From an optimization exercise on the open Yosys and OpenROAD flow, aimed at small area; shortcuts taken in it are not production practice.
In this exercise RTL edits were held to simulation tests only and were not proved equivalent to the original.
No driver is modelled on the clock port, so clocking that relies on it looks cheaper here than on a real chip.

## middle
Design intercepte, start of the top module:
module intercepte
(
input clk50, reset,
input start, pause, fire,
input [NCHV-1:0] ChvCode,
output LEDGameOver,
output LEDPause1, LEDPause2,
output reg [SZGR-1:0] SR_GR,
output reg [SZRD-1:0] SR_RD,
output [6:0] DscM,
output [6:0] DscC,
output [6:0] DscD,
output [6:0] DscU,
output [6:0] DcrD,
output [6:0] DcrU
);
parameter SZRD = 18;
parameter SZGR = 8;
parameter NCHV = 8;
function [6:0] seg7;
	input [3:0] v;
	seg7 = {(~v[3] & ~v[2] & ~v[1]) | (v[2] & v[1] & v[0]),
	        (~v[2] & v[1]) | (~v[3] & ~v[2] & v[0]) | (v[1] & v[0]),
	        (v[2] & ~v[1]) | v[0],
	        (v[2] & ~v[1] & ~v[0]) | (~v[3] & ~v[2] & ~v[1] & v[0]) | (v[2] & v[1] & v[0]),
	        ~v[2] & v[1] & ~v[0],
	        (v[2] & v[1] & ~v[0]) | (v[2] & ~v[1] & v[0]),
	        (~v[3] & ~v[2] & ~v[1] & v[0]) | (v[2] & ~v[1] & ~v[0])};
endfunction
function [2:0] inc5;
	input [2:0] m;
	inc5 = {~((~m[2] & m[1]) | (~m[0])), (~m[1]) | (m[2] & m[0]), (~m[2])};
endfunction
function [2:0] dec5;
	input [2:0] m;
	dec5 = {(~m[0]), ~((m[1] & m[0])), (~m[1] & m[0]) | (m[2])};
endfunction
function is0;
	input [2:0] m;
	is0 = (~m[2] & ~m[0]);
endfunction
function is4;
	input [2:0] m;
	is4 = (m[1] & ~m[0]);
endfunction
function [6:0] seg7q;
	input h;
	input [2:0] m;
	seg7q = {(~h & ~m[2] & ~m[0]) | (~h & ~m[2] & m[1]) | (h & ~m[1] & m[0]),
	         ~((h & m[1]) | (~m[0])),
	         ~((~h & ~m[1]) | (h & m[1] & m[0])),
	         (~h & m[1] & ~m[0]) | (~h & ~m[2] & m[1]) | (h & ~m[1] & m[0]),
	         (~h & ~m[1] & m[0]),
	         ~((~h) | (~m[1] & m[0]) | (m[2])),
	         ~((h) | (~m[1]) | (m[2] & m[0]))};
endfunction
function w_m3p;
	input [2:0] m;
	w_m3p = (~m[1] & m[0]);
endfunction
function w_m2p;
	input [2:0] m;
	w_m2p = (~m[1] & m[0]);
endfunction
function w_m1ge2;
	input [2:0] m;
	w_m1ge2 = (~m[1] & m[0]) | (m[2]);
endfunction
function w_m1e1;
	input [2:0] m;
	w_m1e1 = (m[0]);
endfunction
function w_m0ge3;
	input [2:0] m;
	w_m0ge3 = (m[2]);
endfunction
function w_m3n;
	input [2:0] m;
	w_m3n = (~m[2]);
endfunction
function w_m2n;
	input [2:0] m;
	w_m2n = (~m[2]);
endfunction
function w_m1n;
	input [2:0] m;
  ...
Size: ~480 cells after synthesis, ~90 flip-flops, ~4300 sq um of cells after synthesis.
clock: 20.0 ns
lec_check: 0
cap_margin: 20
core_margin: 2
core_utilization: 85
place_density: 0.9
slew_margin: 20
standard.sh (not shown) runs the stock make flow with config.mk's settings and CLKGATE_MAP_FILE= SYNTH_SCRIPT=/design/flow/synth_recipe.tcl, a recipe that flattens the netlist after the stock synthesis.
==> flow/flow/run.sh <==
#!/bin/bash
# ORFS layout through the standard.sh, with:
#  - synthesis: ORFS's script without the full-adder extraction and with an area-oriented
#    ABC script (registers are untouched: same passes, flattening and names);
#  - the smallest buffer (buf_1) on the ports;
#  - a small two-level clock tree (clock_tree.tcl, in place of TritonCTS's tree).
set -euo pipefail
here=$(pwd)
export ADDER_MAP_FILE=
export AREA_ABC_SCRIPT=$here/flow/area.abc
export BUFFER_PORTS_ARGS="-buffer_cell sky130_fd_sc_hd__buf_1"
export PRE_CTS_TCL=$here/flow/clock_tree.tcl
bash standard.sh SYNTH_SCRIPT=$here/flow/synth.tcl synth > synth.log 2>&1
bash standard.sh SYNTH_SCRIPT=$here/flow/synth.tcl finish > layout.log 2>&1
==> flow/flow/clock_tree.tcl <==
# Clock tree in place of TritonCTS (sourced by ORFS's cts.tcl as PRE_CTS_TCL): the clock
# port drives one root buffer, which drives a few leaf buffers, each feeding a cluster of
# nearby flip-flops (balanced k-means on the flip-flop positions). Every flip-flop is two
# buffers from the port. Leaves whose flip-flops would see a slow clock edge are upsized.
proc build_clock_tree {root_master leaf_master nleaf} {
  set block [ord::get_db_block]
  set db [ord::get_db]
  set pnet [$block findNet clk50]
  $pnet setSigType CLOCK
  set sinks {}
  foreach it [$pnet getITerms] {
    set bb [[$it getInst] getBBox]
    lappend sinks [list $it [expr {([$bb xMin] + [$bb xMax]) / 2.0}] [expr {([$bb yMin] + [$bb yMax]) / 2.0}]]
  }
  set n [llength $sinks]
  # k-means, seeded with sinks spread along the x-sorted order
  set sorted [lsort -real -index 1 $sinks]
  set cent {}
  for {set k 0} {$k < $nleaf} {incr k} {
    set s [lindex $sorted [expr {int(($k + 0.5) * $n / $nleaf)}]]
    lappend cent [list [lindex $s 1] [lindex $s 2]]
  }
  set cap [expr {int(ceil(double($n) / $nleaf)) + 1}]
  for {set iter 0} {$iter < 30} {incr iter} {
    # balanced assignment: each sink to its nearest centre with room left
    set pairs {}
    foreach s $sinks {
      set k 0
      foreach c $cent {
        set d [expr {abs([lindex $s 1] - [lindex $c 0]) + abs([lindex $s 2] - [lindex $c 1])}]
        lappend pairs [list $d [lindex $s 0] $k [lindex $s 1] [lindex $s 2]]
        incr k
      }
    }
    set pairs [lsort -real -index 0 $pairs]
    array unset taken; array unset cnt; array unset grp
    for {set k 0} {$k < $nleaf} {incr k} { set cnt($k) 0; set grp($k) {} }
    foreach p $pairs {
      set it [lindex $p 1]; set k [lindex $p 2]
      if {[info exists taken($it)] || $cnt($k) >= $cap} { continue }
      set taken($it) 1; incr cnt($k)
      lappend grp($k) [list $it [lindex $p 3] [lindex $p 4]]
    }
    set newcent {}
    for {set k 0} {$k < $nleaf} {incr k} {
      set sx 0; set sy 0
      foreach s $grp($k) { set sx [expr {$sx + [lindex $s 1]}]; set sy [expr {$sy + [lindex $s 2]}] }
      set m [llength $grp($k)]
      if {$m == 0} { lappend newcent [lindex $cent $k] } else { lappend newcent [list [expr {$sx / $m}] [expr {$sy / $m}]] }
    }
    set cent $newcent
  }
  set root [odb::dbInst_create $block [$db findMaster $root_master] clkbuf_root]
  set rnet [odb::dbNet_create $block clknet_root]
  $rnet setSigType CLOCK
  [$root findITerm A] connect $pnet
  [$root findITerm X] connect $rnet
  set rx 0; set ry 0
  for {set k 0} {$k < $nleaf} {incr k} {
    set leaf [odb::dbInst_create $block [$db findMaster $leaf_master] clkbuf_leaf_$k]
    set lnet [odb::dbNet_create $block clknet_leaf_$k]
    $lnet setSigType CLOCK
    foreach s $grp($k) { set it [lindex $s 0]; $it disconnect; $it connect $lnet }
    [$leaf findITerm A] connect $rnet
    [$leaf findITerm X] connect $lnet
    set c [lindex $cent $k]
    $leaf setLocation [expr {int([lindex $c 0])}] [expr {int([lindex $c 1])}]
    $leaf setPlacementStatus PLACED
    set rx [expr {$rx + [lindex $c 0]}]; set ry [expr {$ry + [lindex $c 1]}]
    puts "clock leaf $k: [llength $grp($k)] flip-flops"
  }
  $root setLocation [expr {int($rx / $nleaf)}] [expr {int($ry / $nleaf)}]
  $root setPlacementStatus PLACED
}

proc clock_slew_at_sinks {net} {
  set worst 0
  foreach it [$net getITerms] {
    if {[$it isOutputSignal]} { continue }
    set pin [get_pins [[$it getInst] getName]/[[$it getMTerm] getName]]
    foreach e {rise fall} {
      set s [get_property $pin slew_max_$e]
      if {$s > $worst} { set worst $s }
    }
  }
  return $worst
}

# root buffer, leaf buffer, number of leaves; slew limits (ns, placement estimate) above
# which a leaf (at its flip-flops) or the root (at the leaves) is upsized
set ::clock_tree_root sky130_fd_sc_hd__clkbuf_4
set ::clock_tree_leaf sky130_fd_sc_hd__clkbuf_8
set ::clock_tree_leaves 4
set ::clock_tree_leaf_slew 0.120
set ::clock_tree_root_slew 0.300

proc clock_tree_synthesis {args} {
  puts "clock_tree_synthesis $args: replaced by the flow's own clock tree"
  build_clock_tree $::clock_tree_root $::clock_tree_leaf $::clock_tree_leaves
  set block [ord::get_db_block]
  set_propagated_clock [all_clocks]
  set sizes {sky130_fd_sc_hd__clkbuf_2 sky130_fd_sc_hd__clkbuf_4 sky130_fd_sc_hd__clkbuf_8 sky130_fd_sc_hd__clkbuf_16}
  for {set pass 0} {$pass < 4} {incr pass} {
    estimate_parasitics -placement
    set changed 0
    foreach name [concat [list clkbuf_root] [lmap k [lsort -integer [lmap i [get_cells clkbuf_leaf_*] {lindex [split [get_name $i] _] end}]] {set x clkbuf_leaf_$k}]] {
      set inst [$block findInst $name]
      set net [[$inst findITerm X] getNet]
      set s [clock_slew_at_sinks $net]
      set m [[$inst getMaster] getName]
      set i [lsearch $sizes $m]
      set limit [expr {$name eq "clkbuf_root" ? $::clock_tree_root_slew : $::clock_tree_leaf_slew}]
      if {$s > $limit && $i >= 0 && $i < [llength $sizes] - 1} {
        puts "clock tree: $name ($m) sinks see [format %.3f $s] ns, upsizing"
        replace_cell [get_cells $name] [lindex $sizes [expr {$i + 1}]]
        set changed 1
      }
    }
    if {!$changed} { break }
  }
  estimate_parasitics -placement
  foreach name [concat clkbuf_root [lmap i [get_cells clkbuf_leaf_*] {get_name $i}]] {
    set inst [$block findInst $name]
    puts "clock tree: $name [[$inst getMaster] getName] slew [format %.3f [clock_slew_at_sinks [[$inst findITerm X] getNet]]] ns"
  }
}
Other scripts of this flow, unchanged in this note and not shown: flow/flow/area.abc, flow/flow/synth.tcl
middle got as far as global placement without I/O (3_1_place_gp_skip_io), where a tool error ended the run.
Modified inputs, south compared to middle
-- flow/flow/clock_tree.tcl --
<<< middle, line 93
set ::clock_tree_leaves 4
>>> south, line 93
set ::clock_tree_leaves 5
Findings:
Async set or reset register ratio after synthesis: middle vs south identical
Summary of south over middle: synthesized area now sits at about the same level, synthesis-stage register bit count now sits at about the same level.
Each of south and middle falls short of a clean finish.
south failed in global placement without I/O (3_1_place_gp_skip_io) with GPL-0301.
middle never completed; the flow aborted with a tool error in global placement without I/O (3_1_place_gp_skip_io).
Comparing middle against south, there is no change at all in mean cell area of the mapped netlist.
The compound-gate portion of the synthesized area of south and that of middle are within noise of each other.
